This design comes from an exercise in tuning for small area and a short achievable clock period on the open sky130 flow, not from production work.
At most, simulation tests tie the RTL to the original design; equivalence was not proved.
For run 7, only the layout was checked, not whether the RTL still works.
No activity file was given, so power comes from the tool's default toggle rates.

`design/flow/flow/run.sh`:
```
#!/bin/bash
# Layout: the standard flow (standard.sh) with
#  - its own synthesis script (flow/my_synth.tcl: same as synth_recipe.tcl, but
#    ABC maps with flow/abc.script, a delay-targeted mapping, and no full/half
#    adder cells are extracted),
#  - small port buffers (buf_1) instead of the default delay-cell buffers,
#    resized after global placement for the load each input port drives
#    (flow/post_gpl.tcl); every input and output port keeps its own buffer,
#  - one tie cell for the constant outputs.
set -uo pipefail
HERE=$(pwd)
bash standard.sh SYNTH_SCRIPT=$HERE/flow/my_synth.tcl ADDER_MAP_FILE= \
  "BUFFER_PORTS_ARGS=-buffer_cell sky130_fd_sc_hd__buf_1" \
  POST_GLOBAL_PLACE_TCL=$HERE/flow/post_gpl.tcl \
  SKIP_REPAIR_TIE_FANOUT=1 finish > flow_standard.log 2>&1
```
`design/flow/flow/abc.script`:
```
strash
dch -f
map -D 1500 -B 0.5
topo
buffer -c
upsize -D 1500
dnsize -D 1500
```
`design/flow/flow/my_synth.tcl`:
```
# The standard flow's synthesis script (synth_recipe.tcl), except that ABC maps with
# abc.script beside this file (delay-targeted mapping) instead of ORFS's
# speed script. Registers are mapped exactly as in the standard synthesis.
set ::my_flow_dir [file dirname [file normalize [info script]]]
proc synth {args} { yosys synth -nofsm -noshare {*}$args }
proc abc {args} {
  set out {}
  set skip 0
  foreach a $args {
    if {$skip} { set skip 0; continue }
    if {$a eq "-script" || $a eq "-D"} { set skip 1; continue }
    lappend out $a
  }
  lappend out -script [file join $::my_flow_dir abc.script]
  puts "abc with [file join $::my_flow_dir abc.script]"
  yosys abc {*}$out
}
source $::env(SCRIPTS_DIR)/synth.tcl
# left out here: clear keep_hierarchy, flatten, clean up, hide names made inside functions, write 1_2_yosys.v
```
`design/flow/flow/post_gpl.tcl`:
```
# Size each input port's buffer for the load it drives (buffer_ports puts the
# same small buffer on every port). Every port keeps exactly one buffer.
foreach inst [get_cells input*] {
  set master [get_property $inst ref_name]
  if {![string match "sky130_fd_sc_hd__buf_*" $master]} continue
  set net [get_nets -of_objects [get_pins [get_full_name $inst]/X]]
  set fo [llength [get_pins -of_objects $net -filter "direction == input"]]
  if {$fo >= 10} {
    set cell sky130_fd_sc_hd__buf_4
  } elseif {$fo >= 5} {
    set cell sky130_fd_sc_hd__buf_2
  } else {
    continue
  }
  puts "port buffer [get_full_name $inst]: fanout $fo, $master -> $cell"
  replace_cell [get_full_name $inst] $cell
}
```
`design/flow/standard.sh`:
```
#!/bin/bash
# synth_recipe.tcl (not shown) runs the flow's synth.tcl, then flattens the netlist and writes it again
# the make line also repeats each setting of config.mk as NAME=value (left out here)
make -C /OpenROAD-flow-scripts/flow DESIGN_CONFIG=/design/flow/config.mk WORK_HOME=/design/flow/orfs CLKGATE_MAP_FILE= SYNTH_SCRIPT=/design/flow/synth_recipe.tcl "${@:-finish}"
```
`design/flow/config.mk`:
```
export PLATFORM = sky130hd
export DESIGN_NAME = ALU
export DESIGN_NICKNAME = ALU
export VERILOG_FILES = /design/flow/design.v
export SDC_FILE = /design/flow/constraint.sdc
export NUM_CORES = 4
export LEC_CHECK = 0
export CAP_MARGIN = 20
export CORE_MARGIN = 2
export CORE_UTILIZATION = 40
export SETUP_SLACK_MARGIN = 2.7
export SLEW_MARGIN = 20
export TNS_END_PERCENT = 20
```
`design/flow/constraint.sdc`:
```
create_clock -name core_clock -period 6.0 [get_ports {clk}]
set_input_delay 1.2000 -clock core_clock [delete_from_list [all_inputs] [get_ports {clk}]]
set_output_delay 1.2000 -clock core_clock [all_outputs]
set_load 0.01 [all_outputs]
```
`design/flow/design.v`:
```
module ALU(
    input  [13:0] instruction,
    input  wire [19:0] A, B,
    input  cin, clk, rst,
    output reg [19:0] result,
    output wire [19:0] SX_flags,
    output wire reset,
    output reg carry_out,
    output wire halfword,
    output reg inc
);
assign halfword = 1'b0;
assign reset    = 1'b0;
reg sx0, sx1, sx12;
assign SX_flags = {7'b0, sx12, 10'b0, sx1, sx0};
wire [13:0] I = instruction;
reg keep, e_sum, e_p, e_g, e_sh, e_ls;
always @* begin
    keep = 1'b0; e_sum = 1'b0; e_p = 1'b0; e_g = 1'b0; e_sh = 1'b0; e_ls = 1'b0;
    case (I)
    14'h000, 14'h015, 14'h029, 14'h03E, 14'h053, 14'h068,
    14'h1E2, 14'h1F7, 14'h20C, 14'h221, 14'h236,
    14'h24B, 14'h260, 14'h275, 14'h28A, 14'h29F, 14'h2B4,
    14'h2C9, 14'h2DE: keep = 1'b1;
    14'h092: begin keep = ~sx12; e_p = sx12; end            
    14'h07D: e_ls = 1'b1;                                    
    14'h0A7, 14'h0E6, 14'h1A3: e_p = 1'b1;                   
    14'h0D1: begin e_p = 1'b1; e_g = 1'b1; end               
    14'h0BC: e_g = 1'b1;                                     
    14'h0FB, 14'h110, 14'h125, 14'h13A: e_sh = 1'b1;         
    14'h164, 14'h179, 14'h18E, 14'h1B8, 14'h1CD: e_sum = 1'b1;
    default: ;
    endcase
end
wire d_trap = (I == 14'h000);
wire d_jmp  = (I == 14'h029);
wire d_eq   = (I == 14'h1E2);
wire d_gt   = (I == 14'h1F7);
wire d_lt   = (I == 14'h20C);
wire d_get  = (I == 14'h221);
wire d_let  = (I == 14'h236);
wire d_cy   = (I == 14'h1A3) | (I == 14'h1CD);    
wire useB = (~I[0] & I[1] & I[2]) | (~I[1] & ~I[8]) | (I[7] & I[8]);
wire invX = (I[0] & I[2]) | (~I[2] & I[3]) | (~I[0] & ~I[2] & ~I[4]) | (I[9]);
wire c0 = (~I[0] & ~I[1]) | (~I[3]) | (I[0] & ~I[5] & ~cin);
wire xstat = (~I[0] & ~I[2] & ~I[8]);
wire addc = (~I[2] & ~I[4]);
wire left = (~I[0]);
wire rot = (I[5] & ~I[6]);
wire subc = (~I[1]);
wire [19:0] X = ({20{useB}} & B) ^ {20{invX}};
wire [19:0] p = A ^ X;
wire [19:0] g = A & X;
wire [20:0] pg0 = {g, c0};
wire [20:0] pp0 = {p, 1'b0};
wire [20:0] pg1, pp1, pg2, pp2, pg3, pp3, pg4, pp4, pg5, pp5;
genvar k;
generate for (k = 0; k < 21; k = k + 1) begin : g_pre
    if (k & 1)  begin assign pg1[k] = pg0[k] | pp0[k] & pg0[(k|0)-1];   assign pp1[k] = pp0[k] & pp0[(k|0)-1]; end
    else        begin assign pg1[k] = pg0[k]; assign pp1[k] = pp0[k]; end
    if (k & 2)  begin assign pg2[k] = pg1[k] | pp1[k] & pg1[(k|1)-2];   assign pp2[k] = pp1[k] & pp1[(k|1)-2]; end
    else        begin assign pg2[k] = pg1[k]; assign pp2[k] = pp1[k]; end
    if (k & 4)  begin assign pg3[k] = pg2[k] | pp2[k] & pg2[(k|3)-4];   assign pp3[k] = pp2[k] & pp2[(k|3)-4]; end
    else        begin assign pg3[k] = pg2[k]; assign pp3[k] = pp2[k]; end
    if (k & 8)  begin assign pg4[k] = pg3[k] | pp3[k] & pg3[(k|7)-8];   assign pp4[k] = pp3[k] & pp3[(k|7)-8]; end
    else        begin assign pg4[k] = pg3[k]; assign pp4[k] = pp3[k]; end
    if (k & 16) begin assign pg5[k] = pg4[k] | pp4[k] & pg4[(k|15)-16]; assign pp5[k] = pp4[k] & pp4[(k|15)-16]; end
    else        begin assign pg5[k] = pg4[k]; assign pp5[k] = pp4[k]; end
end endgenerate
wire [19:0] sum = p ^ pg5[19:0];    
wire ge = pg5[20];                  
wire eq = &p;                      
wire [4:0] s   = B[4:0];
wire sok = e_sh & (B[19:5] == 15'b0) & (s <= 5'd20);
wire gH  = sok & (rot | left);
wire gL  = sok & (rot | ~left);
wire [4:0] amt = left ? (5'd20 - s) : s;
wire [39:0] F0 = {A & {20{gH}}, A & {20{gL}}};
wire [34:0] F1 = amt[4] ? {16'b0, F0[39:16]} : F0[34:0];
wire [26:0] F2 = amt[3] ? F1[34:8] : F1[26:0];
wire [22:0] F3 = amt[2] ? F2[26:4] : F2[22:0];
wire [20:0] F4 = amt[1] ? F3[22:2] : F3[20:0];
wire [19:0] sh = amt[0] ? F4[20:1] : F4[19:0];
wire [19:0] pl = {p[19:13], p[12] ^ xstat, p[11:2], p[1] ^ (xstat & sx1), p[0] ^ (xstat & sx0) ^ (addc & cin)};
wire [19:0] ls = {7'b0, sx12, 10'b0, sx1, sx0};
wire [19:0] nres = ({20{keep}} & result) | ({20{e_sum}} & sum) | ({20{e_p}} & pl) |
                   ({20{e_g}} & g) | sh | ({20{e_ls}} & ls);
always @(posedge clk or posedge rst) begin
    if (rst) begin
        result    <= 20'b0;
        carry_out <= 1'b0;
        inc       <= 1'b0;
        sx0       <= 1'b0;
        sx1       <= 1'b0;
        sx12      <= 1'b0;
    end else begin
        result <= nres;
        if (d_cy)
            carry_out <= ((A[0] ^ subc) & B[0]) | ((A[0] ^ subc) & cin) | (B[0] & cin);
        if (d_jmp)
            inc <= 1'b1;
        if (d_trap)
            sx12 <= 1'b1;
        if (d_eq | d_get | d_let)
            sx0 <= d_eq ? eq : d_get ? ge : (~ge | eq);
        if (d_gt | d_lt | d_get | d_let)
            sx1 <= d_gt ? (ge & ~eq) : d_let ? (~ge | eq) : ~ge;
    end
end
endmodule
```
==> key figures, run 1 <==
Logic synthesis
  – Seq/Total Area, Yosys: 12.1%
  – Largest family of logic cells by synthesized area: simple AND/OR/NAND/NOR gates
  – Synth top cells by count: nand2_1 (295), nand3_1 (182), inv_1 (73), nor2_1 (67), a21oi_1 (45)
  – Post-synthesis mux area share: 0%
  – Largest cells by area after synthesis: nand2_1 (21%), nand3_1 (18%), dfrtp_1 (12%)
  – Adder-Cell Fraction of Synth Area: 0%
  – Synth async-reset ratio: 100%
  – Most frequent cell after synthesis: nand2_1
  – Synth Flop Type: dfrtp_1
  – Xor/xnor share of the synthesized area: 1.33%
  – FF+latch count, synth: 25
  – Synth Area in Simple Gates: 56.4%
  – Syn_nets: 1013
  – Post-Syn Instances: 956
  – Post-synth EDFFs: 0
  – Netlist cell types: 56
  – Ys Warns: 1
  – Cell Area, Synth: 0.00516 mm2
  – Area fraction in compound gates after synthesis: 16.8%
  – Leading area contributor after synthesis: nand2_1
  – Top cell type's share of synthesized area: 21.4%
  – Syn_area_per_cell: 5.40 um2

Placed design
  – Post-DP HPWL: 16500 um
  – Placed cells: 1154
  – Setup Slack @ Placement: 1.85 ns
  – Port Buf Inserts: 81
  – Placed cell area: 0.00539 mm2

Critical path
  – Crit path max fanout: 8
  – Crit Path Category: input pin to register
  – Critical Path, Cell by Cell: buf_12, clkinvlp_4, nand2_4, buf_12, nand3_2, nand3_1, nand3_4, nand4_1, o21ai_2, nand2_2, nand2_4, nand2_4, nand2_4, nand2_2, nand2_2, o21ai_1, nand2_1, nand2_1
  – CP startpoint: instruction[2]
  – Worst setup EP type: register
  – CP most frequent cell: nand2_4
  – Reg-to-reg startpoint: sx12
  – Slowest CP cell: o21ai_2
  – Worst Path Required: 6.17 ns
  – CP peak stage delay: 0.31 ns
  – Worst Path Buf+Inv: 3
  – Startpoint Class: input pin
  – CP Data Arrival Time: 3.49 ns
  – Worst path top cell family by delay: simple AND/OR/NAND/NOR gates

Timing
  – Headroom to the max-slew limit: 40.0%
  – Fin crit share: 55.3%
  – Setup violators final: 0
  – Final hold violations: 0
  – Fin worst setup slack: 2.68 ns
  – Fmax: 301 MHz
  – Setup TNS: 0 ns
  – Worst-margin pin slew: 0.890 ns
  – Fin Clk Skew: 0.00444 ns
  – Tmin final: 3.32 ns
  – RSZ-0062 raised after global routing: true
  – Max Transition Viols Final: 0

Job
  – Max-Cap Viols: 0

CTS
  – Clock slew at the register clock pins of the worst setup and hold paths: 0.07 ns
  – Clock Sinks: 25
  – CTS tree: done
  – Root Buffer: clkbuf_16
  – Clk Latency, worst-skew pair: 0.28 ns
  – H-tree depth: 1
  – CTS Buf Count: 3
  – Clock buffer depth: 2

GRT
  – Number of global-route vias before repair: 6661
  – Largest net degree at the start of global routing: 26
  – Initial antenna violation count: 0
  – First-pass GRT wire length: 35500 um
  – Total congestion overflow: 0
  – Total track usage: 32.1%

Die
  – Die X: 118 um
  – Initial Utilization: 40.9%
  – I/O Pins: 101
  – DIE AREA: 0.0138 mm2
  – Die height: 118 um
  – Core area: 0.0126 mm2
  – Rows: 41

Detailed routing
  – Vias per inst: 6.08
  – Vias: 7358
  – DRT iter0 DRCs: 763
  – Routed WL per cell: 19.4 um
  – WL final: 23500 um
  – TritonRoute pass-1 iters: 7
  – DRT antenna net count: 0
  – DRC: 0

Finish
  – Layout Nets: 1096
  – Finished layout cell area: 0.00635 mm2
  – Layout area overhead: 23.0%
  – Layout cell share with drive strength beyond 1: 19.1%
  – Fillers: 1384
  – Number of diodes: 0
  – Non-Filler Instances: 1210

Pwr
  – Tot Pwr: 944 uW
  – Switching power: 481 uW
  – Sw frac: 50.9%
  – Share of total power in combinational logic: 60.6%
  – Pleak: 2.98 nW
  – Reg power frac: 21.8%
  – Clock power share: 17.7%
  – Int Power: 463 uW
  – Cell Pwr Density: 149 mW/mm2
  – Worst vdd ir: 102 uV

Outcome
  – Status: timing/DRC/antenna clean

Hold path
  – Hold_sp: inc
  – HP Class: register to register
==> registers in the layout, indices dropped and copies added, names as in the netlist <==
signal,flops
result,20
carry_out,1
inc,1
sx0,1
sx1,1
sx12,1
==> kinds of logic after synthesis <==
group,count (synthesis)
buffers and inverters,143
other,1
DFF,25
xor gates and xnor gates,7
and+or+nand+nor,638
AOI/OAI and AO/OA,142
==> cell usage in the layout (no fill, tap or decap), types with 4 or more instances in the layout <==
cell type	instances
clkinvlp_4	4
a21o_1	5
nor3_1	12
nor2_1	58
a21oi_1	42
nor4_1	7
inv_1	63
nand2_1	274
o21bai_1	4
buf_12	5
a21oi_2	7
buf_4	40
o21ai_0	23
buf_2	14
nor2_4	7
nand2_2	26
and3_1	4
buf_1	62
nand3_1	174
nand4_1	29
dfrtp_1	25
inv_2	11
buf_6	6
or2_2	4
nor2_2	8
nand3_4	11
o22ai_1	16
o21ai_1	12
nand3_2	10
nand2_4	8
==> path summary, 6_finish.rpt <==
| kind | slack (ns) | cells after the start | to |
|---|---|---|---|
| worst min register to register | 0.48 | 1 | inc |
| min in group asynchronous | 0.97 | 2 | result[14] |
| worst max-delay path | 2.68 | 18 | sx0 |
| worst min-delay path | 0.48 | 1 | inc |
| worst max register to register | 4.08 | 9 | result[4] |
| max in group asynchronous | 4.62 | 2 | result[19] |
==> cell type report <==
type	count	area (um2)	area share (%)
multi-input cells	796	4300	67.7
flip-flops and latches	25	626	9.85
repair inverters	2	10.0	0.158
inverters	81	327	5.14
well taps	172	215	3.39
clock inverters	1	7.51	0.118
repair buffers	130	791	12.5
clock buffers	3	75.1	1.18
==> per-layer routing <==
| layer | global-route usage, % | part of all wire (%) | up-vias |
|---|---|---|---|
| li1 | - | - | 3409 |
| met1 | 40.6 | 39 | 3378 |
| met2 | 50.9 | 44 | 467 |
| met3 | 6.15 | 10 | 104 |
| met4 | 18.6 | 6.9 | 0 |
| met5 | 0 | 0 | - |
==> power groups by stage <==
| stage | Clock [mW] | Sequential (mW) | Combinational [mW] |
|---|---|---|---|
| after floorplan | 0 | 0.214 | 0.330 |
| after global placement | 0 | 0.209 | 0.464 |
| after detailed placement | 0 | 0.208 | 0.464 |
| after CTS | 0.167 | 0.205 | 0.507 |
| after global routing | 0.173 | 0.208 | 0.622 |
| final | 0.167 | 0.205 | 0.571 |
==> through the flow <==
stage          utilization, %  hold slack [ns]
2_1_floorplan               -            0.494
3_3_place_gp             42.5            0.453
3_5_place_dp             42.7            0.456
4_1_cts                  46.7            0.474
5_1_grt                  50.3            0.478
6_report                 50.3            0.482
==> timing repair <==
action                                  in CTS  in global routing
resized for setup                           42                 81
endpoints found under the hold margin        0                  0
endpoints found under the setup margin      22                 22
buffers inserted                            22                 20
pin swaps                                   10                 25
hold buffers                                 0                  0
cloned                                       6                  4
==> inputs of run 2 (changes only) <==
--- a/design/flow/config.mk
+++ b/design/flow/config.mk
@@ -8,6 +8,6 @@
 export CAP_MARGIN = 20
 export CORE_MARGIN = 2
 export CORE_UTILIZATION = 40
-export SETUP_SLACK_MARGIN = 2.7
+export SETUP_SLACK_MARGIN = 2.4
 export SLEW_MARGIN = 20
 export TNS_END_PERCENT = 20
==> key figures, run 2 <==
Outcome
  – Status: timing/DRC/antenna clean

Critical path
  – Startpoint Class: input pin
  – CP most frequent cell: nand2_1
  – CP Data Arrival Time: 3.74 ns (+0.25 ns)
  – Slowest CP cell: nor2_2
  – Crit Path Category: input pin to register
  – Worst Path Required: 6.22 ns (+0.05 ns)
  – Critical Path, Cell by Cell: buf_4, inv_1, nand2_4, nand2_2, nor2_4, buf_4, nor2_1, o21bai_1, nand2_1, inv_2, nand2_2, nor2_2, nand2_1, nor2_2, a21oi_1, a21oi_1, nand2_1, nand2_1
  – CP peak stage delay: 0.24 ns (-0.07 ns)
  – Crit path max fanout: 11 (+3)
  – Worst setup EP type: register

Detailed routing
  – DRC: 0 (unchanged)
  – Vias: 7100 (-3.5%)
  – DRT antenna net count: 0 (unchanged)
  – Routed WL per cell: 19.0 um (-2.1%)
  – Met2 wire length: 9750 um (-4.6%)
  – Met3 routed WL: 2230 um (-4.8%)
  – Met1 Routed Length: 9020 um (-2.6%)
  – DR top layer: met4
  – TritonRoute pass-1 iters: 8 (+1)
  – DRT iter0 DRCs: 748 (-2.0%)
  – Vias per inst: 6.01 (-1.1%)
  – WL final: 22400 um (-4.4%)

CTS
  – CTS Buf Count: 3 (unchanged)
  – Clock buffer depth: 2 (unchanged)
  – Root Buffer: clkbuf_16
  – H-tree depth: 1 (unchanged)
  – Clock slew at the register clock pins of the worst setup and hold paths: 0.07 ns (about the same)
  – Clock Sinks: 25 (unchanged)
  – CTS tree: done
  – Clk Latency, worst-skew pair: 0.28 ns (about the same)
  – CTS Hold Bufs: 0 (unchanged)

Placed design
  – Port Buf Inserts: 81 (unchanged)
  – Placed cell area: 0.00539 mm2 (unchanged)
  – Post-DP HPWL: 16500 um (unchanged)

Die
  – Die X: 118 um (unchanged)
  – Die height: 118 um (unchanged)
  – Core area: 0.0126 mm2 (unchanged)
  – I/O Pins: 101 (unchanged)
  – Rows: 41 (unchanged)
  – DIE AREA: 0.0138 mm2 (unchanged)
  – Initial Utilization: 40.9% (unchanged)

Finish
  – Finished layout cell area: 0.00580 mm2 (-8.7%)
  – Leading cell types in the layout, fill and taps excluded: nand2_1 (291), nand3_1 (179), inv_1 (71)
  – Max reg flops: 20 (unchanged)
  – Largest reg by FF count: result
  – Layout Nets: 1067 (-2.6%)
  – Number of diodes: 0 (unchanged)
  – Fillers: 1422 (+2.7%)
  – Most common cell after layout, fill and taps aside: nand2_1
  – Layout area overhead: 12.3%
  – Layout cell share with drive strength beyond 1: 12.1% (-7.0 points)

Logic synthesis
  – Syn_nets: 1013 (unchanged)
  – Top cell type's share of synthesized area: 21.4% (unchanged)
  – Seq/Total Area, Yosys: 12.1% (unchanged)
  – Leading area contributor after synthesis: nand2_1
  – Syn_area_per_cell: 5.40 um2 (unchanged)
  – Synth Flop Type: dfrtp_1
  – Netlist cell types: 56 (unchanged)
  – Synth async-reset ratio: 100% (unchanged)
  – Synth top cells by count: nand2_1 (295), nand3_1 (182), inv_1 (73), nor2_1 (67), a21oi_1 (45)
  – FF+latch count, synth: 25 (unchanged)
  – Largest cells by area after synthesis: nand2_1 (21%), nand3_1 (18%), dfrtp_1 (12%)
  – Cell Area, Synth: 0.00516 mm2 (unchanged)
  – Most frequent cell after synthesis: nand2_1
  – Post-Syn Instances: 956 (unchanged)
  – Post-synth EDFFs: 0 (unchanged)
  – Ys Warns: 1 (unchanged)

GRT
  – Number of global-route vias before repair: 6327 (-5.0%)
  – Initial antenna violation count: 0 (unchanged)
  – Total congestion overflow: 0 (unchanged)
  – Largest net degree at the start of global routing: 43 (+65%)
  – First-pass GRT wire length: 33700 um (-5.1%)
  – Total track usage: 30.4% (-1.7 points)

Timing
  – Fin crit share: 58.7% (+3.4 points)
  – Fin Clk Skew: 0.00273 ns (-0.00171 ns)
  – Tmin final: 3.52 ns (+0.205 ns)
  – RSZ-0062 raised after global routing: true
  – Max Transition Viols Final: 0 (unchanged)
  – Setup TNS: 0 ns (unchanged)
  – Fmax: 284 MHz (-5.8%)
  – Worst-margin pin slew: 0.760 ns (-0.131 ns)
  – Headroom to the max-slew limit: 48.9% (+8.9 points)
  – Final hold violations: 0 (unchanged)
  – Setup violators final: 0 (unchanged)

Pwr
  – Cell Pwr Density: 152 mW/mm2 (+2.0%)
  – Reg power frac: 23.3% (+1.5 points)
  – Pleak: 2.79 nW (-6.2%)
  – Worst vdd ir: 94.4 uV (-7.5%)
  – Share of total power in combinational logic: 58.0% (-2.6 points)
  – Switching power: 451 uW (-6.1%)
  – Int Power: 428 uW (-7.5%)
  – Clock power share: 18.7% (+1.0 points)
  – Sw frac: 51.3% (+0.37 points)

Hold path
  – HP Class: register to register

Job
  – Max-Cap Viols: 0 (unchanged)
-- run 2: cell counts after synthesis --
Identical to the previous run, type by type.
-- run 2: power by group through the flow --
stage	registers, mW	clock network (mW)	logic [mW]
2_1_floorplan	0.214	0	0.330
3_3_place_gp	0.209	0	0.464
3_5_place_dp	0.208	0	0.464
4_1_cts	0.205	0.167	0.471
5_1_grt	0.208	0.173	0.562
6_report	0.205	0.164	0.510
-- run 2: cell families after synthesis --
group / Yosys count / synth area share, %
other: 1 / 0.0726
DFF: 25 / 12.1
AOI/OAI and AO/OA: 142 / 16.8
buffers and inverters: 143 / 13.2
and+or+nand+nor: 638 / 56.4
xor gates and xnor gates: 7 / 1.33
-- run 2: through the flow --
step	setup WS (ns)	hold WS (ns)	power, mW	util (%)	instances
2_1_floorplan	2.94	0.494	0.543	-	956
3_3_place_gp	1.58	0.453	0.673	42.5	1154
3_5_place_dp	1.85	0.456	0.672	42.7	1154
4_1_cts	2.38	0.474	0.844	43.8	1161
5_1_grt	2.34	0.478	0.943	46.0	1181
6_report	2.48	0.472	0.879	46.0	1181
-- run 2: what timing repair did --
item,4_1_cts,5_1_grt
gates resized for setup,7,26
pin swaps,1,10
setup endpoints to repair,22,22
gates cloned,2,6
buffers inserted,1,14
hold endpoints to repair,0,0
-- run 2: critical path: cells and delay by family --
kind | cells | cell delay, ns
AOI/OAI and AO/OA | 3 | 0.48
buffers and inverters | 4 | 0.62
and+or+nand+nor | 11 | 1.43
-- run 2: layout make-up --
class	instances	area (um2)	area share (%)
Timing Repair Buffer	103	509	8.78
Multi-Input combinational cell	795	4050	69.9
Clock inverter	1	7.51	0.129
Timing Repair inverter	1	5.00	0.0863
Sequential cell	25	626	10.8
Inverter	81	309	5.33
Clock buffer	3	75.1	1.29
Tap cell	172	215	3.71
-- run 2: path summary, 6_finish.rpt --
path,start,end,slack (ns),cells past startpoint
max in group asynchronous,rst,result[4],4.62,2
hold reg to reg,inc,inc,0.47,1
min in group asynchronous,rst,result[18],0.98,2
setup / recovery,instruction[2],sx1,2.48,18
hold / removal,inc,inc,0.47,1
setup reg to reg,sx12,result[4],4.16,9
-- run 2: per-layer routing --
| metal | vias up | GRT usage [%] |
|---|---|---|
| met1 | 3224 | 39.2 |
| met2 | 431 | 49.3 |
| met3 | 94 | 4.55 |
| li1 | 3351 | - |
| met4 | 0 | 15.3 |
| met5 | - | 0 |
==> inputs of run 3 (changes only) <==
--- a/design/flow/config.mk
+++ b/design/flow/config.mk
@@ -8,6 +8,6 @@
 export CAP_MARGIN = 20
 export CORE_MARGIN = 2
 export CORE_UTILIZATION = 40
-export SETUP_SLACK_MARGIN = 2.4
+export SETUP_SLACK_MARGIN = 2.5
 export SLEW_MARGIN = 20
-export TNS_END_PERCENT = 20
+export TNS_END_PERCENT = 5
==> key figures, run 3 <==
Outcome
  – Status: timing/DRC/antenna clean

GRT
  – Number of global-route vias before repair: 6424 (+1.5%)
  – Total track usage: 31.2% (+0.78 points)
  – Largest net degree at the start of global routing: 26 (-40%)
  – Initial antenna violation count: 0 (unchanged)
  – First-pass GRT wire length: 34400 um (+2.2%)
  – Total congestion overflow: 0 (unchanged)

CTS
  – CTS tree: done
  – H-tree depth: 1 (unchanged)
  – Root Buffer: clkbuf_16
  – Clock buffer depth: 2 (unchanged)
  – Clock Sinks: 25 (unchanged)
  – Clk Latency, worst-skew pair: 0.27 ns (about the same)
  – Clock slew at the register clock pins of the worst setup and hold paths: 0.07 ns (about the same)
  – CTS Hold Bufs: 0 (unchanged)
  – CTS Buf Count: 3 (unchanged)

Pwr
  – Reg power frac: 22.8% (-0.5 points)
  – Worst vdd ir: 95.7 uV (+1.4%)
  – Clock power share: 18.2% (-0.5 points)
  – Cell Pwr Density: 151 mW/mm2 (-0.51%)
  – Pleak: 2.84 nW (+1.5%)
  – Switching power: 463 uW (+2.6%)
  – Int Power: 439 uW (+2.4%)
  – Sw frac: 51.3% (about the same)
  – Share of total power in combinational logic: 59.0% (+1.0 points)

Critical path
  – Reg2Reg Depth: 9 (unchanged)
  – CP peak stage delay: 0.33 ns (+0.09 ns)
  – Crit Path Category: input pin to register
  – R2r setup slk: 4.17 ns (about the same)
  – Worst path top cell family by delay: simple AND/OR/NAND/NOR gates
  – Startpoint Class: input pin
  – Critical Path Stages: 16 (-2)
  – Critical R2R Capture: result[4]
  – Worst setup EP type: register
  – Crit path to: result[19]
  – Slowest CP cell: and3_2
  – Crit path max fanout: 11 (unchanged)
  – CP startpoint: instruction[2]
  – CP Data Arrival Time: 3.61 ns (-0.13 ns)
  – Critical Path, Cell by Cell: buf_6, clkinvlp_4, nand2_1, nor2_1, nand2_1, nand3_1, nand2_1, nand2_1, and3_2, nand3_1, o21ai_0, o21ai_2, nand2_1, and2_1, a21oi_1, nand2_1
  – Worst Path Buf+Inv: 2 (-2)
  – Reg-to-reg startpoint: sx12
  – Worst Path Required: 6.17 ns (-0.05 ns)
  – CP most frequent cell: nand2_1

Logic synthesis
  – Post-synth EDFFs: 0 (unchanged)
  – FF+latch count, synth: 25 (unchanged)
  – Xor/xnor share of the synthesized area: 1.33% (unchanged)
  – Leading area contributor after synthesis: nand2_1
  – Top cell type's share of synthesized area: 21.4% (unchanged)
  – Synth Area in Simple Gates: 56.4% (unchanged)
  – Cell Area, Synth: 0.00516 mm2 (unchanged)
  – Synth Flop Type: dfrtp_1
  – Syn_area_per_cell: 5.40 um2 (unchanged)
  – Post-synthesis mux area share: 0% (unchanged)
  – Largest family of logic cells by synthesized area: simple AND/OR/NAND/NOR gates
  – Seq/Total Area, Yosys: 12.1% (unchanged)
  – Netlist cell types: 56 (unchanged)
  – Area fraction in compound gates after synthesis: 16.8% (unchanged)
  – Ys Warns: 1 (unchanged)
  – Synth async-reset ratio: 100% (unchanged)
  – Largest cells by area after synthesis: nand2_1 (21%), nand3_1 (18%), dfrtp_1 (12%)
  – Most frequent cell after synthesis: nand2_1
  – Synth top cells by count: nand2_1 (295), nand3_1 (182), inv_1 (73), nor2_1 (67), a21oi_1 (45)
  – Adder-Cell Fraction of Synth Area: 0% (unchanged)
  – Post-Syn Instances: 956 (unchanged)
  – Syn_nets: 1013 (unchanged)

Die
  – Rows: 41 (unchanged)
  – DIE AREA: 0.0138 mm2 (unchanged)
  – Die X: 118 um (unchanged)
  – Initial Utilization: 40.9% (unchanged)
  – Die height: 118 um (unchanged)
  – Core area: 0.0126 mm2 (unchanged)
  – I/O Pins: 101 (unchanged)

Placed design
  – Port Buf Inserts: 81 (unchanged)
  – Post-DP HPWL: 16500 um (unchanged)

Timing
  – Setup TNS: 0 ns (unchanged)
  – Headroom to the max-slew limit: 41.3% (-7.6 points)
  – Minimum hold slack: 0.472 ns (-0.000203 ns)
  – Tmin final: 3.45 ns (-0.0744 ns)
  – Fmax: 290 MHz (+2.2%)
  – Worst-margin pin slew: 0.871 ns (+0.112 ns)
  – Fin crit share: 57.5% (-1.2 points)
  – Max Transition Viols Final: 0 (unchanged)
  – Setup violators final: 0 (unchanged)
  – Final hold violations: 0 (unchanged)
  – RSZ-0062 raised after global routing: true
  – Fin Clk Skew: 0.00248 ns (-0.000252 ns)

Finish
  – Most common cell after layout, fill and taps aside: nand2_1
  – Number of diodes: 0 (unchanged)
  – Layout Nets: 1076 (+0.84%)
  – Leading cell types in the layout, fill and taps excluded: nand2_1 (289), nand3_1 (175), inv_1 (69)
  – Max reg flops: 20 (unchanged)
  – Largest reg by FF count: result
  – Layout area overhead: 15.7%
  – Fillers: 1412 (-0.70%)
  – Layout cell share with drive strength beyond 1: 14.1% (+2.1 points)

Detailed routing
  – DRT iter0 DRCs: 784 (+4.8%)
  – DRT antenna net count: 0 (unchanged)
  – Vias: 7240 (+2.0%)
  – TritonRoute pass-1 iters: 9 (+1)
  – Vias per inst: 6.08 (+1.2%)
  – WL final: 23100 um (+3.2%)
  – Routed WL per cell: 19.4 um (+2.4%)
  – DRC: 0 (unchanged)

Job
  – Max-Cap Viols: 0 (unchanged)

Hold path
  – HP Class: register to register
## run 3: metal layers
metal  up-vias  wire (um)  global-route usage [%]  part of all wire, %
li1       3378          -                       -                    -
met1      3278       9180                    40.1                   40
met2       494      10100                    50.7                   44
met3        90       2490                    5.04                   11
met4         0       1330                    15.1                  5.7
met5         -          0                       0                    0
## run 3: logic make-up (layout without fill, tap and decap cells)
| kind of cell | Yosys count | after routing |
|---|---|---|
| flops | 25 | 25 |
| compound gates | 142 | 143 |
| simple gates | 638 | 646 |
| xor+xnor | 7 | 7 |
| other cells | 1 | 1 |
| buf+inv | 143 | 196 |
## run 3: worst min path at each step
stage / startpoint / to / slack, ns / cells past startpoint
after global routing: inc / inc / 0.48 / 1
after floorplan: sx1 / sx1 / 0.49 / 2
final: inc / inc / 0.47 / 1
after detailed placement: inc / inc / 0.46 / 1
after global placement: inc / inc / 0.45 / 1
after CTS: inc / inc / 0.47 / 1
## run 3: power by group through the flow
| stage | registers [mW] | clock network (mW) | logic [mW] |
|---|---|---|---|
| after floorplan | 0.214 | 0 | 0.330 |
| after global placement | 0.209 | 0 | 0.464 |
| after detailed placement | 0.208 | 0 | 0.464 |
| after CTS | 0.205 | 0.167 | 0.480 |
| after global routing | 0.208 | 0.173 | 0.582 |
| final | 0.205 | 0.164 | 0.532 |
## run 3: final cells by class
cell class              instances  area [um2]  share of cell area (%)
repair inverters                2        10.0                   0.168
flip-flops and latches         25         626                    10.5
well taps                     172         215                    3.60
repair buffers                109         562                    9.40
clock inverters                 1        7.51                   0.126
multi-input cells             797        4160                    69.6
clock buffers                   3        75.1                    1.26
inverters                      81         319                    5.34
## run 3: what timing repair did
item                                   CTS  global route
setup buffers                            4            17
gates cloned                             4             7
setup endpoints to repair               22            22
resized for setup                       13            47
pin swaps                                2            11
endpoints found under the hold margin    0             0
## run 3: metrics by stage
stage | setup WS [ns] | instance area [um2] | util, % | power (mW) | instances
2_1_floorplan | 2.94 | 5160 | - | 0.543 | 956
3_3_place_gp | 1.58 | 5360 | 42.5 | 0.673 | 1154
3_5_place_dp | 1.85 | 5390 | 42.7 | 0.672 | 1154
4_1_cts | 2.51 | 5590 | 44.3 | 0.853 | 1166
5_1_grt | 2.40 | 5970 | 47.3 | 0.963 | 1190
6_report | 2.55 | 5970 | 47.3 | 0.901 | 1190
==> inputs of run 4 (changes only) <==
--- a/design/flow/config.mk
+++ b/design/flow/config.mk
@@ -10,4 +10,4 @@
 export CORE_UTILIZATION = 40
 export SETUP_SLACK_MARGIN = 2.5
 export SLEW_MARGIN = 20
-export TNS_END_PERCENT = 5
+export TNS_END_PERCENT = 20
==> key figures, run 4 <==
Placed design
  – Placed cell area: 0.00539 mm2 (unchanged)
  – Post-DP HPWL: 16500 um (unchanged)
  – Setup Slack @ Placement: 1.85 ns (unchanged)
  – Placed cells: 1154 (unchanged)
  – Port Buf Inserts: 81 (unchanged)

Logic synthesis
  – Most frequent cell after synthesis: nand2_1
  – Largest family of logic cells by synthesized area: simple AND/OR/NAND/NOR gates
  – Post-Syn Instances: 956 (unchanged)
  – Largest cells by area after synthesis: nand2_1 (21%), nand3_1 (18%), dfrtp_1 (12%)
  – Synth top cells by count: nand2_1 (295), nand3_1 (182), inv_1 (73), nor2_1 (67), a21oi_1 (45)
  – Seq/Total Area, Yosys: 12.1% (unchanged)
  – Ys Warns: 1 (unchanged)
  – Adder-Cell Fraction of Synth Area: 0% (unchanged)
  – Synth Flop Type: dfrtp_1
  – Netlist cell types: 56 (unchanged)
  – Synth Area in Simple Gates: 56.4% (unchanged)
  – Cell Area, Synth: 0.00516 mm2 (unchanged)
  – Post-synthesis mux area share: 0% (unchanged)
  – Post-synth EDFFs: 0 (unchanged)
  – Syn_nets: 1013 (unchanged)
  – Leading area contributor after synthesis: nand2_1
  – Top cell type's share of synthesized area: 21.4% (unchanged)
  – Synth async-reset ratio: 100% (unchanged)
  – FF+latch count, synth: 25 (unchanged)
  – Xor/xnor share of the synthesized area: 1.33% (unchanged)
  – Syn_area_per_cell: 5.40 um2 (unchanged)
  – Area fraction in compound gates after synthesis: 16.8% (unchanged)

Critical path
  – Worst setup EP type: register
  – CP Data Arrival Time: 3.67 ns (+0.06 ns)
  – Crit Path Category: input pin to register
  – Worst Path Required: 6.22 ns (+0.05 ns)
  – Critical Path, Cell by Cell: buf_4, nor3_2, nor2_4, buf_12, nand2_1, a21o_1, nand4_2, nor3_4, nand4_1, nor2_4, a21oi_1, a21oi_1, nand2_1, nand2_1
  – CP peak stage delay: 0.45 ns (+0.12 ns)
  – CP most frequent cell: nand2_1
  – R2r setup slk: 4.15 ns (-0.02 ns)
  – Slowest CP cell: nor3_2
  – Crit path max fanout: 14 (+3)
  – Startpoint Class: input pin

Finish
  – Most common cell after layout, fill and taps aside: nand2_1
  – Leading cell types in the layout, fill and taps excluded: nand2_1 (288), nand3_1 (175), inv_1 (68)
  – Number of diodes: 0 (unchanged)
  – Layout area overhead: 15.8% (about the same)
  – Largest reg by FF count: result
  – Non-Filler Instances: 1190 (unchanged)
  – Max reg flops: 20 (unchanged)
  – Layout Nets: 1076 (unchanged)
  – Fin util: 47.4% (about the same)
  – Finished layout cell area: 0.00598 mm2 (about the same)
  – Fillers: 1412 (unchanged)
  – Layout cell share with drive strength beyond 1: 14.3% (+0.20 points)

Timing
  – Final hold violations: 0 (unchanged)
  – Setup TNS: 0 ns (unchanged)
  – Max Transition Viols Final: 0 (unchanged)
  – Headroom to the max-slew limit: 43.4% (+2.1 points)
  – Fin crit share: 57.6% (+0.16 points)
  – Tmin final: 3.46 ns (+0.00958 ns)
  – RSZ-0062 raised after global routing: true
  – Fin Clk Skew: 0.00242 ns (-0.0000575 ns)
  – Fin worst setup slack: 2.54 ns (-0.00958 ns)
  – Fmax: 289 MHz (-0.28%)
  – Worst-margin pin slew: 0.840 ns (-0.0316 ns)
  – Minimum hold slack: 0.473 ns (+0.00133 ns)
  – Setup violators final: 0 (unchanged)

Die
  – Rows: 41 (unchanged)
  – I/O Pins: 101 (unchanged)
  – Initial Utilization: 40.9% (unchanged)
  – Core area: 0.0126 mm2 (unchanged)
  – Die height: 118 um (unchanged)
  – Die X: 118 um (unchanged)
  – DIE AREA: 0.0138 mm2 (unchanged)

Pwr
  – Tot Pwr: 900 uW (about the same)
  – Pleak: 2.84 nW (about the same)
  – Cell Pwr Density: 151 mW/mm2 (-0.16%)
  – Worst vdd ir: 95.6 uV (-0.11%)

CTS
  – Clk Latency, worst-skew pair: 0.27 ns (about the same)
  – CTS tree: done
  – Root Buffer: clkbuf_16
  – CTS Hold Bufs: 0 (unchanged)
  – CTS Buf Count: 3 (unchanged)
  – Clock slew at the register clock pins of the worst setup and hold paths: 0.07 ns (about the same)
  – Clock buffer depth: 2 (unchanged)
  – H-tree depth: 1 (unchanged)
  – Clock Sinks: 25 (unchanged)

Hold path
  – HP Class: register to register

GRT
  – Number of global-route vias before repair: 6424 (unchanged)
  – Total congestion overflow: 0 (unchanged)
  – First-pass GRT wire length: 34400 um (unchanged)
  – Total track usage: 31.2% (unchanged)
  – Initial antenna violation count: 0 (unchanged)
  – Largest net degree at the start of global routing: 26 (unchanged)

Detailed routing
  – WL final: 23100 um (about the same)
  – DRT iter0 DRCs: 833 (+6.3%)
  – Vias per inst: 6.08 (-0.11%)
  – TritonRoute pass-1 iters: 8 (-1)
  – DRT antenna net count: 0 (unchanged)
  – Routed WL per cell: 19.4 um (about the same)
  – DRC: 0 (unchanged)
  – Vias: 7232 (-0.11%)

Job
  – Max-Cap Viols: 0 (unchanged)

Outcome
  – Status: timing/DRC/antenna clean
[run 4: cell counts after synthesis]
Identical to the previous run, type by type.
[run 4: repair_timing]
action,CTS,global route
gates cloned,4,7
endpoints found under the setup margin,22,22
buffers inserted,4,17
pin swaps,2,12
resized for setup,13,50
[run 4: cell type report]
class | count | area [um2] | share of cell area (%)
multi-input combinational | 797 | 4160 | 69.6
clock inverter | 1 | 7.51 | 0.126
sequential | 25 | 626 | 10.5
tap | 172 | 215 | 3.60
clock buffer | 3 | 75.1 | 1.26
timing repair buffer | 109 | 562 | 9.40
timing repair inverter | 2 | 10.0 | 0.167
inverter | 81 | 322 | 5.38
[run 4: layer usage]
layer | GRT usage (%) | vias to the layer above | wire length [um]
met2 | 50.7 | 493 | 9920
li1 | - | 3376 | -
met3 | 5.04 | 105 | 2610
met5 | 0 | - | 0
met4 | 15.1 | 0 | 1540
met1 | 40.1 | 3258 | 9050
[run 4: path summary, 6_finish.rpt]
path,from,end,depth (start not counted)
max in group asynchronous,rst,result[4],2
min,inc,inc,1
max,instruction[0],sx1,14
min in group asynchronous,rst,result[18],2
max reg2reg,sx12,result[4],9
min reg2reg,inc,inc,1
[run 4: where the power goes]
part	internal [mW]	switching, mW	total (mW)	leakage, nW
registers	0.189	0.0158	0.205	0.315
logic	0.158	0.374	0.531	2.48
clock network	0.0911	0.0726	0.164	0.0371
total	0.439	0.462	0.900	2.84
[run 4: worst max-delay path: cells and delay by family]
family / cells / cell delay [ns]
simple gates: 9 / 1.63
buf+inv: 2 / 0.33
compound gates: 3 / 0.51
[run 4: logic make-up (layout without fill, tap and decap cells)]
logic type / Yosys count / count (layout)
other: 1 / 1
buffers and inverters: 143 / 196
flip-flops: 25 / 25
XOR/XNOR: 7 / 7
AND/OR/NAND/NOR: 638 / 646
AO/OA/AOI/OAI: 142 / 143
==> inputs of run 5 (changes only) <==
--- a/design/flow/config.mk
+++ b/design/flow/config.mk
@@ -7,7 +7,7 @@
 export LEC_CHECK = 0
 export CAP_MARGIN = 20
 export CORE_MARGIN = 2
-export CORE_UTILIZATION = 40
+export CORE_UTILIZATION = 35
 export SETUP_SLACK_MARGIN = 2.5
 export SLEW_MARGIN = 20
 export TNS_END_PERCENT = 20
==> key figures, run 5 <==
Outcome
  – Status: timing/DRC/antenna clean

GRT
  – Largest net degree at the start of global routing: 43 (+65%)
  – Initial antenna violation count: 0 (unchanged)
  – First-pass GRT wire length: 33200 um (-3.5%)
  – Number of global-route vias before repair: 6314 (-1.7%)
  – Total track usage: 26.0% (-5.2 points)
  – Total congestion overflow: 0 (unchanged)

Finish
  – Fin util: 41.6% (-5.8 points)
  – Non-Filler Instances: 1200 (+0.84%)
  – Layout area overhead: 16.7%
  – Most common cell after layout, fill and taps aside: nand2_1
  – Layout Nets: 1074 (-0.19%)
  – Finished layout cell area: 0.00603 mm2 (+0.77%)
  – Largest reg by FF count: result
  – Layout cell share with drive strength beyond 1: 13.6% (-0.76 points)
  – Number of diodes: 0 (unchanged)
  – Max reg flops: 20 (unchanged)
  – Leading cell types in the layout, fill and taps excluded: nand2_1 (289), nand3_1 (178), inv_1 (69)

Logic synthesis
  – Netlist cell types: 56 (unchanged)
  – Synth Flop Type: dfrtp_1
  – Largest cells by area after synthesis: nand2_1 (21%), nand3_1 (18%), dfrtp_1 (12%)
  – Cell Area, Synth: 0.00516 mm2 (unchanged)
  – Top cell type's share of synthesized area: 21.4% (unchanged)
  – Seq/Total Area, Yosys: 12.1% (unchanged)
  – Most frequent cell after synthesis: nand2_1
  – Synth top cells by count: nand2_1 (295), nand3_1 (182), inv_1 (73), nor2_1 (67), a21oi_1 (45)
  – Leading area contributor after synthesis: nand2_1
  – Syn_nets: 1013 (unchanged)
  – Post-Syn Instances: 956 (unchanged)
  – Ys Warns: 1 (unchanged)
  – FF+latch count, synth: 25 (unchanged)
  – Synth async-reset ratio: 100% (unchanged)
  – Post-synth EDFFs: 0 (unchanged)
  – Syn_area_per_cell: 5.40 um2 (unchanged)

Detailed routing
  – WL final: 23000 um (-0.51%)
  – Vias: 7185 (-0.65%)
  – DRT iter0 DRCs: 1020 (+22%)
  – Routed WL per cell: 19.2 um (-1.3%)
  – DRT antenna net count: 0 (unchanged)
  – Vias per inst: 5.99 (-1.5%)
  – DRC: 0 (unchanged)
  – TritonRoute pass-1 iters: 6 (-2)

CTS
  – Clock Sinks: 25 (unchanged)
  – CTS Hold Bufs: 0 (unchanged)
  – Clock buffer depth: 2 (unchanged)
  – Clk Latency, worst-skew pair: 0.27 ns (about the same)
  – Root Buffer: clkbuf_16
  – Clock slew at the register clock pins of the worst setup and hold paths: 0.07 ns (about the same)
  – CTS Buf Count: 3 (unchanged)
  – CTS tree: done
  – H-tree depth: 1 (unchanged)

Timing
  – Final hold violations: 0 (unchanged)
  – Fin worst setup slack: 2.57 ns (+0.0258 ns)
  – RSZ-0062 raised after global routing: true
  – Fin Clk Skew: 0.00142 ns (-0.000998 ns)
  – Fmax: 291 MHz (+0.75%)
  – Tmin final: 3.43 ns (-0.0258 ns)
  – Setup violators final: 0 (unchanged)
  – Fin crit share: 57.2% (-0.43 points)
  – Max Transition Viols Final: 0 (unchanged)
  – Minimum hold slack: 0.480 ns (+0.00696 ns)
  – Worst-margin pin slew: 0.730 ns (-0.110 ns)
  – Setup TNS: 0 ns (unchanged)
  – Headroom to the max-slew limit: 51.0% (+7.5 points)

Pwr
  – Tot Pwr: 904 uW (+0.44%)
  – Share of total power in combinational logic: 59.4% (+0.4 points)
  – Pleak: 2.85 nW (+0.44%)
  – Reg power frac: 22.7% (about the same)
  – Cell Pwr Density: 150 mW/mm2 (-0.33%)
  – Switching power: 463 uW (+0.24%)
  – Sw frac: 51.2% (-0.10 points)
  – Worst vdd ir: 85.5 uV (-11%)
  – Int Power: 441 uW (+0.65%)
  – Clock power share: 18.0% (-0.2 points)

Die
  – Core area: 0.0145 mm2 (+15%)
  – DIE AREA: 0.0157 mm2 (+14%)
  – Die X: 125 um (+6.7%)
  – Rows: 44 (+7.3%)
  – Initial Utilization: 35.7% (-5.3 points)
  – I/O Pins: 101 (unchanged)
  – Die height: 125 um (+6.7%)

Critical path
  – Reg-to-reg startpoint: sx12
  – Startpoint Class: input pin
  – CP startpoint: instruction[2]
  – Crit Path Category: input pin to register
  – Worst setup EP type: register
  – Worst Path Required: 6.21 ns (about the same)
  – Reg2Reg Depth: 8 (-1)
  – CP Data Arrival Time: 3.64 ns (-0.03 ns)
  – Crit path max fanout: 11 (-3)

Placed design
  – Setup Slack @ Placement: 1.71 ns (-0.146 ns)
  – Placed cell area: 0.00541 mm2 (+0.30%)
  – Port Buf Inserts: 81 (unchanged)
  – Post-DP HPWL: 16600 um (+0.56%)
  – Placed cells: 1166 (+1.0%)

Job
  – Max-Cap Viols: 0 (unchanged)

Hold path
  – HP Class: register to register
  – Worst hold stages: 1 (unchanged)
  – Hold_sp: inc
==> run 5: per-layer routing <==
layer  wire length (um)  track usage, %  share of wire, %
met5                  0               0                 0
met4               1080            9.74               4.7
met3               2580            4.07                11
met2               9700            41.4                42
met1               9650            35.4                42
==> run 5: cells by family after synthesis <==
| kind of cell | synth area share, % |
|---|---|
| flops | 12.1 |
| buf+inv | 13.2 |
| simple gates | 56.4 |
| compound gates | 16.8 |
| other cells | 0.0726 |
| xor+xnor | 1.33 |
==> run 5: power by group through the flow <==
stage               clock (mW)  combinational [mW]  sequential, mW
floorplan                    0               0.330           0.214
global placement             0               0.461           0.209
detailed placement           0               0.462           0.209
CTS                      0.167               0.472           0.205
global route             0.169               0.585           0.207
finish                   0.163               0.537           0.205
==> run 5: what timing repair did <==
item | CTS | global route
gates cloned | 2 | 9
resized for setup | 11 | 48
pin swaps | 2 | 14
setup buffers | 4 | 15
endpoints found under the setup margin | 22 | 22
==> run 5: layout make-up <==
cell class | count | area [um2]
Sequential cell | 25 | 626
Clock buffer | 3 | 75.1
Inverter | 81 | 320
Timing Repair inverter | 2 | 10.0
Clock inverter | 1 | 7.51
Tap cell | 184 | 230
Fill cell | 1636 | 8450
Multi-Input combinational cell | 797 | 4170
Timing Repair Buffer | 107 | 591
==> run 5: final timing paths <==
path / slack [ns] / to
setup / recovery: 2.57 / sx1
max in group asynchronous: 4.54 / inc
hold reg to reg: 0.48 / inc
setup reg to reg: 3.98 / result[3]
hold / removal: 0.48 / inc
min in group asynchronous: 0.95 / result[15]
==> run 5: worst max-delay path, stage by stage <==
cell        delay [ns]
buf_6             0.16
clkinvlp_4        0.18
nand2_4           0.17
nand2_4           0.10
nor2_4            0.13
buf_12            0.15
nand2_1           0.08
nand3_1           0.20
nand4_2           0.22
nor3_4            0.33
nand4_1           0.15
nor2_2            0.22
a21oi_1           0.09
a21oi_1           0.14
nand2_1           0.06
nand2_1           0.05
==> inputs of run 6 (changes only) <==
--- a/design/flow/config.mk
+++ b/design/flow/config.mk
@@ -7,7 +7,8 @@
 export LEC_CHECK = 0
 export CAP_MARGIN = 20
 export CORE_MARGIN = 2
-export CORE_UTILIZATION = 35
+export CORE_UTILIZATION = 40
+export CTS_BUF_LIST = sky130_fd_sc_hd__clkbuf_8
 export SETUP_SLACK_MARGIN = 2.5
 export SLEW_MARGIN = 20
 export TNS_END_PERCENT = 20
==> key figures, run 6 <==
Logic synthesis
  – Most frequent cell after synthesis: nand2_1
  – Post-synthesis mux area share: 0% (unchanged)
  – FF+latch count, synth: 25 (unchanged)
  – Syn_area_per_cell: 5.40 um2 (unchanged)
  – Adder-Cell Fraction of Synth Area: 0% (unchanged)
  – Seq/Total Area, Yosys: 12.1% (unchanged)
  – Synth top cells by count: nand2_1 (295), nand3_1 (182), inv_1 (73), nor2_1 (67), a21oi_1 (45)
  – Cell Area, Synth: 0.00516 mm2 (unchanged)
  – Synth async-reset ratio: 100% (unchanged)
  – Ys Warns: 1 (unchanged)
  – Top cell type's share of synthesized area: 21.4% (unchanged)
  – Netlist cell types: 56 (unchanged)
  – Leading area contributor after synthesis: nand2_1
  – Syn_nets: 1013 (unchanged)
  – Synth Area in Simple Gates: 56.4% (unchanged)
  – Xor/xnor share of the synthesized area: 1.33% (unchanged)
  – Synth Flop Type: dfrtp_1
  – Largest family of logic cells by synthesized area: simple AND/OR/NAND/NOR gates
  – Area fraction in compound gates after synthesis: 16.8% (unchanged)
  – Post-Syn Instances: 956 (unchanged)
  – Post-synth EDFFs: 0 (unchanged)
  – Largest cells by area after synthesis: nand2_1 (21%), nand3_1 (18%), dfrtp_1 (12%)

Critical path
  – CP peak stage delay: 0.23 ns (-0.10 ns)
  – Crit Path Category: input pin to register
  – CP Data Arrival Time: 3.67 ns (+0.03 ns)
  – Worst Path Required: 6.23 ns (+0.02 ns)
  – Worst setup EP type: register
  – Crit path max fanout: 11 (unchanged)
  – Worst Path Buf+Inv: 4 (+1)
  – CP most frequent cell: nand2_1
  – Slowest CP cell: o21bai_1
  – Startpoint Class: input pin
  – Critical Path, Cell by Cell: buf_6, clkinvlp_4, nand2_4, nand2_2, nor2_4, buf_4, nor2_1, o21bai_1, nand2_1, inv_2, nand2_2, nor2_2, nand2_1, nor2_4, a21oi_1, a21oi_1, nand2_1, nand2_1
  – Worst path top cell family by delay: simple AND/OR/NAND/NOR gates

GRT
  – Total congestion overflow: 0 (unchanged)
  – First-pass GRT wire length: 34400 um (+3.6%)
  – Total track usage: 31.1% (+5.1 points)
  – Initial antenna violation count: 0 (unchanged)
  – Number of global-route vias before repair: 6403 (+1.4%)
  – Largest net degree at the start of global routing: 26 (-40%)

Timing
  – Fin worst setup slack: 2.56 ns (-0.00626 ns)
  – Final hold violations: 0 (unchanged)
  – Max Transition Viols Final: 0 (unchanged)
  – Tmin final: 3.44 ns (+0.00626 ns)
  – Headroom to the max-slew limit: 47.0% (-4.0 points)
  – Minimum hold slack: 0.479 ns (-0.000740 ns)
  – Fmax: 291 MHz (-0.18%)
  – Fin Clk Skew: 0.0102 ns (+0.00880 ns)
  – Setup violators final: 0 (unchanged)
  – Fin crit share: 57.3% (+0.10 points)
  – RSZ-0062 raised after global routing: true
  – Worst-margin pin slew: 0.788 ns (+0.0579 ns)
  – Setup TNS: 0 ns (unchanged)

CTS
  – Clock slew at the register clock pins of the worst setup and hold paths: 0.10 ns (+0.03 ns)
  – Clock Sinks: 25 (unchanged)
  – H-tree depth: 1 (unchanged)
  – CTS Buf Count: 3 (unchanged)
  – Clock buffer depth: 2 (unchanged)
  – Clk Latency, worst-skew pair: 0.30 ns (+0.03 ns)
  – CTS tree: done
  – Root Buffer: clkbuf_8

Placed design
  – Placed cell area: 0.00539 mm2 (-0.30%)
  – Port Buf Inserts: 81 (unchanged)
  – Post-DP HPWL: 16500 um (-0.56%)
  – Setup Slack @ Placement: 1.85 ns (+0.146 ns)
  – Placed cells: 1154 (-1.0%)

Detailed routing
  – DRC: 0 (unchanged)
  – DRT iter0 DRCs: 807 (-21%)
  – WL final: 22900 um (-0.43%)
  – Vias: 7209 (+0.33%)
  – TritonRoute pass-1 iters: 7 (+1)
  – Routed WL per cell: 19.1 um (-0.18%)
  – Vias per inst: 6.02 (+0.59%)
  – DRT antenna net count: 0 (unchanged)

Job
  – Max-Cap Viols: 0 (unchanged)

Finish
  – Multi-input gate area: 0.00414 mm2 (-0.57%)
  – Finished layout cell area: 0.00601 mm2 (-0.19%)
  – Layout area overhead: 16.4%
  – Most common cell after layout, fill and taps aside: nand2_1
  – Layout Nets: 1083 (+0.84%)
  – Largest reg by FF count: result
  – Fillers: 1405 (-14%)
  – Layout cell share with drive strength beyond 1: 14.4% (+0.86 points)
  – Fin util: 47.7% (+6.0 points)
  – Leading cell types in the layout, fill and taps excluded: nand2_1 (290), nand3_1 (175), inv_1 (69)
  – Max reg flops: 20 (unchanged)
  – Non-Filler Instances: 1197 (-0.25%)
  – FF/Latch Area: 626 um2 (unchanged)
  – Number of diodes: 0 (unchanged)

Pwr
  – Cell Pwr Density: 142 mW/mm2 (-5.2%)
  – Tot Pwr: 856 uW (-5.3%)
  – Worst vdd ir: 83.4 uV (-2.4%)
  – Pleak: 2.87 nW (+0.75%)

Die
  – Initial Utilization: 40.9% (+5.3 points)
  – Core area: 0.0126 mm2 (-13%)
  – Die X: 118 um (-6.3%)
  – Die height: 118 um (-6.3%)
  – I/O Pins: 101 (unchanged)
  – DIE AREA: 0.0138 mm2 (-12%)
  – Rows: 41 (-6.8%)

Hold path
  – HP Class: register to register

Outcome
  – Status: timing/DRC/antenna clean
==> run 6: cell counts after synthesis <==
Identical to the previous run, type by type.
==> run 6: layout make-up <==
type                            count  share of cell area [%]
Tap cell                          172                    3.58
Timing Repair Buffer              118                    10.8
Clock inverter                      1                   0.125
Timing Repair inverter              2                   0.166
Sequential cell                    25                    10.4
Clock buffer                        3                   0.686
Inverter                           81                    5.33
Multi-Input combinational cell    795                    68.9
==> run 6: logic make-up after synthesis <==
kind of cell,count (synthesis)
compound gates,142
xor+xnor,7
buf+inv,143
flops,25
other cells,1
simple gates,638
==> run 6: path summary, 6_finish.rpt <==
| kind | start | to | cells after the start | slack [ns] |
|---|---|---|---|---|
| setup reg to reg | sx12 | result[4] | 9 | 4.15 |
| hold / removal | inc | inc | 1 | 0.48 |
| setup / recovery | instruction[2] | sx1 | 18 | 2.56 |
| min in group asynchronous | rst | result[14] | 2 | 0.94 |
| max in group asynchronous | rst | result[19] | 2 | 4.65 |
| hold reg to reg | inc | inc | 1 | 0.48 |
==> run 6: layer usage <==
metal / vias up / wire length, um / track usage [%]
met3: 92 / 2350 / 4.36
met4: 0 / 1400 / 15.7
met5: - / 0 / 0
met2: 462 / 9980 / 50.3
li1: 3384 / - / -
met1: 3271 / 9180 / 40.4
==> run 6: repair_timing <==
item | CTS | global route
pin swaps | 1 | 13
hold buffers | 0 | 0
cloned | 3 | 6
endpoints found under the setup margin | 22 | 22
buffers inserted | 4 | 26
resized for setup | 13 | 42
==> run 6: power breakdown <==
part	switching (mW)	total, mW	internal, mW
logic	0.374	0.536	0.162
registers	0.0156	0.205	0.189
clock network	0.0671	0.115	0.0476
==> inputs of run 7 (changes only) <==
--- a/design/flow/design.v
+++ b/design/flow/design.v
@@ -14,12 +14,15 @@
 reg sx0, sx1, sx12;
 assign SX_flags = {7'b0, sx12, 10'b0, sx1, sx0};
 wire [13:0] I = instruction;
-reg keep, e_sum, e_p, e_g, e_sh, e_ls;
+reg keep, e_sum, e_p, e_g, e_sh, e_ls, u0, u1;
 always @* begin
     keep = 1'b0; e_sum = 1'b0; e_p = 1'b0; e_g = 1'b0; e_sh = 1'b0; e_ls = 1'b0;
+    u0 = 1'b0; u1 = 1'b0;
     case (I)
+    14'h1E2:          begin keep = 1'b1; u0 = 1'b1; end              
+    14'h1F7, 14'h20C: begin keep = 1'b1; u1 = 1'b1; end              
+    14'h221, 14'h236: begin keep = 1'b1; u0 = 1'b1; u1 = 1'b1; end   
     14'h000, 14'h015, 14'h029, 14'h03E, 14'h053, 14'h068,
-    14'h1E2, 14'h1F7, 14'h20C, 14'h221, 14'h236,
     14'h24B, 14'h260, 14'h275, 14'h28A, 14'h29F, 14'h2B4,
     14'h2C9, 14'h2DE: keep = 1'b1;
     14'h092: begin keep = ~sx12; e_p = sx12; end            
@@ -34,11 +37,6 @@
 end
 wire d_trap = (I == 14'h000);
 wire d_jmp  = (I == 14'h029);
-wire d_eq   = (I == 14'h1E2);
-wire d_gt   = (I == 14'h1F7);
-wire d_lt   = (I == 14'h20C);
-wire d_get  = (I == 14'h221);
-wire d_let  = (I == 14'h236);
 wire d_cy   = (I == 14'h1A3) | (I == 14'h1CD);    
 wire useB = (~I[0] & I[1] & I[2]) | (~I[1] & ~I[8]) | (I[7] & I[8]);
 wire invX = (I[0] & I[2]) | (~I[2] & I[3]) | (~I[0] & ~I[2] & ~I[4]) | (I[9]);
@@ -48,6 +46,10 @@
 wire left = (~I[0]);
 wire rot = (I[5] & ~I[6]);
 wire subc = (~I[1]);
+wire c_eq = (I[6]);
+wire c_get = (I[0]);
+wire c_gt = (I[6]);
+wire c_let = (~I[0] & I[1]);
 wire [19:0] X = ({20{useB}} & B) ^ {20{invX}};
 wire [19:0] p = A ^ X;
 wire [19:0] g = A & X;
@@ -101,10 +103,10 @@
             inc <= 1'b1;
         if (d_trap)
             sx12 <= 1'b1;
-        if (d_eq | d_get | d_let)
-            sx0 <= d_eq ? eq : d_get ? ge : (~ge | eq);
-        if (d_gt | d_lt | d_get | d_let)
-            sx1 <= d_gt ? (ge & ~eq) : d_let ? (~ge | eq) : ~ge;
+        if (u0)          
+            sx0 <= c_eq ? eq : c_get ? ge : (~ge | eq);
+        if (u1)          
+            sx1 <= c_gt ? (ge & ~eq) : c_let ? (~ge | eq) : ~ge;
     end
 end
 endmodule
--- a/design/flow/config.mk
+++ b/design/flow/config.mk
@@ -8,7 +8,6 @@
 export CAP_MARGIN = 20
 export CORE_MARGIN = 2
 export CORE_UTILIZATION = 40
-export CTS_BUF_LIST = sky130_fd_sc_hd__clkbuf_8
 export SETUP_SLACK_MARGIN = 2.5
 export SLEW_MARGIN = 20
 export TNS_END_PERCENT = 20
==> key figures, run 7 <==
Logic synthesis
  – Synth async-reset ratio: 100% (unchanged)
  – Syn_nets: 1016 (+0.30%)
  – Syn_area_per_cell: 5.49 um2 (+1.6%)
  – Netlist cell types: 56 (unchanged)
  – Seq/Total Area, Yosys: 11.9% (-0.23 points)
  – Top cell type's share of synthesized area: 22.5% (+1.0 points)
  – Largest cells by area after synthesis: nand2_1 (22%), nand3_1 (16%), dfrtp_1 (12%)
  – Ys Warns: 1 (unchanged)
  – Cell Area, Synth: 0.00526 mm2 (+1.9%)
  – Post-synth EDFFs: 0 (unchanged)
  – FF+latch count, synth: 25 (unchanged)
  – Most frequent cell after synthesis: nand2_1
  – Synth top cells by count: nand2_1 (315), nand3_1 (169), inv_1 (70), nor2_1 (58), nand4_1 (43)
  – Leading area contributor after synthesis: nand2_1
  – Post-Syn Instances: 959 (+0.31%)
  – Synth Flop Type: dfrtp_1

Finish
  – Max reg flops: 20 (unchanged)
  – Largest reg by FF count: result
  – Leading cell types in the layout, fill and taps excluded: nand2_1 (310), nand3_1 (163), inv_1 (67)
  – Most common cell after layout, fill and taps aside: nand2_1
  – Layout area overhead: 14.7%
  – Fillers: 1450 (+3.2%)
  – Number of diodes: 0 (unchanged)
  – Layout cell share with drive strength beyond 1: 15.7% (+1.2 points)
  – Finished layout cell area: 0.00604 mm2 (+0.40%)
  – Layout Nets: 1079 (-0.37%)

Die
  – Die height: 119 um (+0.92%)
  – Core area: 0.0127 mm2 (+0.81%)
  – DIE AREA: 0.0141 mm2 (+1.9%)
  – Rows: 41 (unchanged)
  – I/O Pins: 101 (unchanged)
  – Die X: 119 um (+0.92%)
  – Initial Utilization: 41.4% (+0.45 points)

Detailed routing
  – TritonRoute pass-1 iters: 8 (+1)
  – DRT antenna net count: 0 (unchanged)
  – Vias per inst: 6.00 (-0.35%)
  – Vias: 7160 (-0.68%)
  – DRT iter0 DRCs: 933 (+16%)
  – Routed WL per cell: 18.6 um (-2.8%)
  – WL final: 22200 um (-3.1%)
  – DRC: 0 (unchanged)

Pwr
  – Tot Pwr: 898 uW (+4.9%)
  – Worst vdd ir: 106 uV (+28%)
  – Pleak: 2.88 nW (+0.21%)
  – Cell Pwr Density: 149 mW/mm2 (+4.5%)

CTS
  – H-tree depth: 1 (unchanged)
  – CTS tree: done
  – Clock slew at the register clock pins of the worst setup and hold paths: 0.08 ns (-0.02 ns)
  – CTS Buf Count: 3 (unchanged)
  – Clk Latency, worst-skew pair: 0.28 ns (-0.02 ns)
  – Root Buffer: clkbuf_16
  – Clock Sinks: 25 (unchanged)
  – Clock buffer depth: 2 (unchanged)

GRT
  – Total track usage: 30.1% (-1.0 points)
  – Largest net degree at the start of global routing: 31 (+19%)
  – Initial antenna violation count: 0 (unchanged)
  – Number of global-route vias before repair: 6285 (-1.8%)
  – Total congestion overflow: 0 (unchanged)
  – First-pass GRT wire length: 33900 um (-1.5%)

Outcome
  – Status: timing/DRC/antenna clean

Critical path
  – Worst Path Required: 6.13 ns (-0.10 ns)
  – Crit path max fanout: 26 (+15)
  – Startpoint Class: input pin
  – Crit Path Category: input pin to register
  – Worst setup EP type: register
  – CP Data Arrival Time: 3.54 ns (-0.13 ns)

Timing
  – Fmax: 294 MHz (+0.92%)
  – Setup violators final: 0 (unchanged)
  – RSZ-0062 raised after global routing: true
  – Fin worst setup slack: 2.59 ns (+0.0313 ns)
  – Minimum hold slack: 0.485 ns (+0.00570 ns)
  – Final hold violations: 0 (unchanged)
  – Tmin final: 3.41 ns (-0.0313 ns)
  – Fin Clk Skew: 0.00975 ns (-0.000472 ns)
  – Headroom to the max-slew limit: 39.6% (-7.4 points)
  – Worst-margin pin slew: 0.892 ns (+0.104 ns)
  – Max Transition Viols Final: 0 (unchanged)
  – Fin crit share: 56.8% (-0.52 points)
  – Setup TNS: 0 ns (unchanged)

Job
  – Max-Cap Viols: 0 (unchanged)

Hold path
  – HP Class: register to register

Placed design
  – Post-DP HPWL: 16900 um (+2.7%)
  – Placed cell area: 0.00552 mm2 (+2.5%)
  – Setup Slack @ Placement: 1.84 ns (-0.0172 ns)
  – Port Buf Inserts: 81 (unchanged)
==> run 7: cell types whose count changed in the layout (fill, tap and decap cells not counted), moves of 4 or more <==
cell,delta
nand2_1,+20
o21ai_0,-15
nand4_1,+14
nor2_1,-14
a21oi_1,-13
nand3_1,-12
nor2_2,+7
nand3_4,-6
nand2_2,+5
nand3_2,+5
and3_1,-4
o21ai_1,+4
or2_2,-4
==> run 7: power breakdown <==
group | switching [mW] | internal, mW | leakage [nW] | total (mW)
combinational | 0.369 | 0.162 | 2.53 | 0.530
clock | 0.0731 | 0.0911 | 0.0371 | 0.164
sequential | 0.0143 | 0.189 | 0.311 | 0.204
==> run 7: layout make-up <==
type                            instances  area, um2  area share (%)
Multi-Input combinational cell        795       4150            68.7
Timing Repair inverter                  1       5.00          0.0829
Timing Repair Buffer                  119        659            10.9
Clock inverter                          1       7.51           0.124
Clock buffer                            3       75.1            1.24
Tap cell                              172        215            3.56
Sequential cell                        25        626            10.4
Inverter                               77        300            4.97
==> run 7: per-stage QoR <==
step                util [%]  std cells
detailed placement      43.4       1160
finish                  47.5       1193
global route            47.5       1193
floorplan                  -        959
CTS                     44.8       1171
global placement        43.0       1159
==> run 7: per-layer routing <==
metal | wire [um] | GRT usage, % | up-vias
met5 | 0 | 0 | -
li1 | - | - | 3380
met4 | 1050 | 12.1 | 0
met2 | 9940 | 48.4 | 417
met3 | 2090 | 3.28 | 73
met1 | 9120 | 40.9 | 3290
==> run 7: repair_timing <==
item	4_1_cts	5_1_grt
hold endpoints to repair	0	0
hold buffers	0	0
pin swaps	3	9
endpoints found under the setup margin	22	22
cloned	0	4
buffers inserted	7	18
resized for setup	12	47
==> run 7: logic make-up (layout without fill, tap and decap cells) <==
| kind of cell | count (synthesis) | count (layout) | share of synthesized area [%] |
|---|---|---|---|
| AND/OR/NAND/NOR | 657 | 659 | 57.9 |
| buffers and inverters | 141 | 201 | 13.2 |
| AO/OA/AOI/OAI | 125 | 125 | 15.3 |
| flip-flops | 25 | 25 | 11.9 |
| XOR/XNOR | 10 | 10 | 1.66 |
| other | 1 | 1 | 0.0712 |
==> run 7: path summary, 6_finish.rpt <==
check	startpoint	to	slack [ns]	depth (start not counted)
worst max-delay path	B[0]	result[14]	2.59	17
worst min register to register	inc	inc	0.49	1
max in group asynchronous	rst	result[1]	4.55	3
worst min-delay path	inc	inc	0.49	1
min in group asynchronous	rst	result[12]	0.96	2
worst max register to register	sx12	result[3]	4.12	9
==> run 7: worst max-delay path, stage by stage <==
cell,delay (ns)
buf_1,0.08
buf_6,0.18
o21a_1,0.21
nor2_2,0.14
nand3_1,0.10
o21ai_2,0.14
buf_6,0.19
buf_4,0.17
nor2_1,0.05
a21oi_1,0.26
o21ai_0,0.14
nand2_1,0.16
nand2_1,0.08
nand2_1,0.13
nand2_1,0.09
nand3_1,0.11
o2111ai_1,0.11

-- port drivers added, routing unchanged --
No port has a modelled driver above. Below, the same layouts with a new extraction and two added sets of constraints.
Step 1 assumes that a clkbuf_16 drives the clock port and a buf_2 every other input.
Step 2 also shifts input and output timing later by t, the mid clock arrival at the registers, as if the neighbouring blocks saw the same clock.
a / b / c = ideal / step 1 / step 2; a / b = the first two.
run	t, ns	setup slack, ns
run 1	0.312	2.683 / 2.656 / 2.344
run 2	0.308	2.478 / 2.479 / 2.171
run 3	0.307	2.552 / 2.544 / 2.236
run 4	0.307	2.543 / 2.555 / 2.248
run 5	0.307	2.568 / 2.567 / 2.260
run 6	0.324	2.562 / 2.550 / 2.226
run 7	0.311	2.594 / 2.612 / 2.301
After both steps every run listed still meets setup and hold.
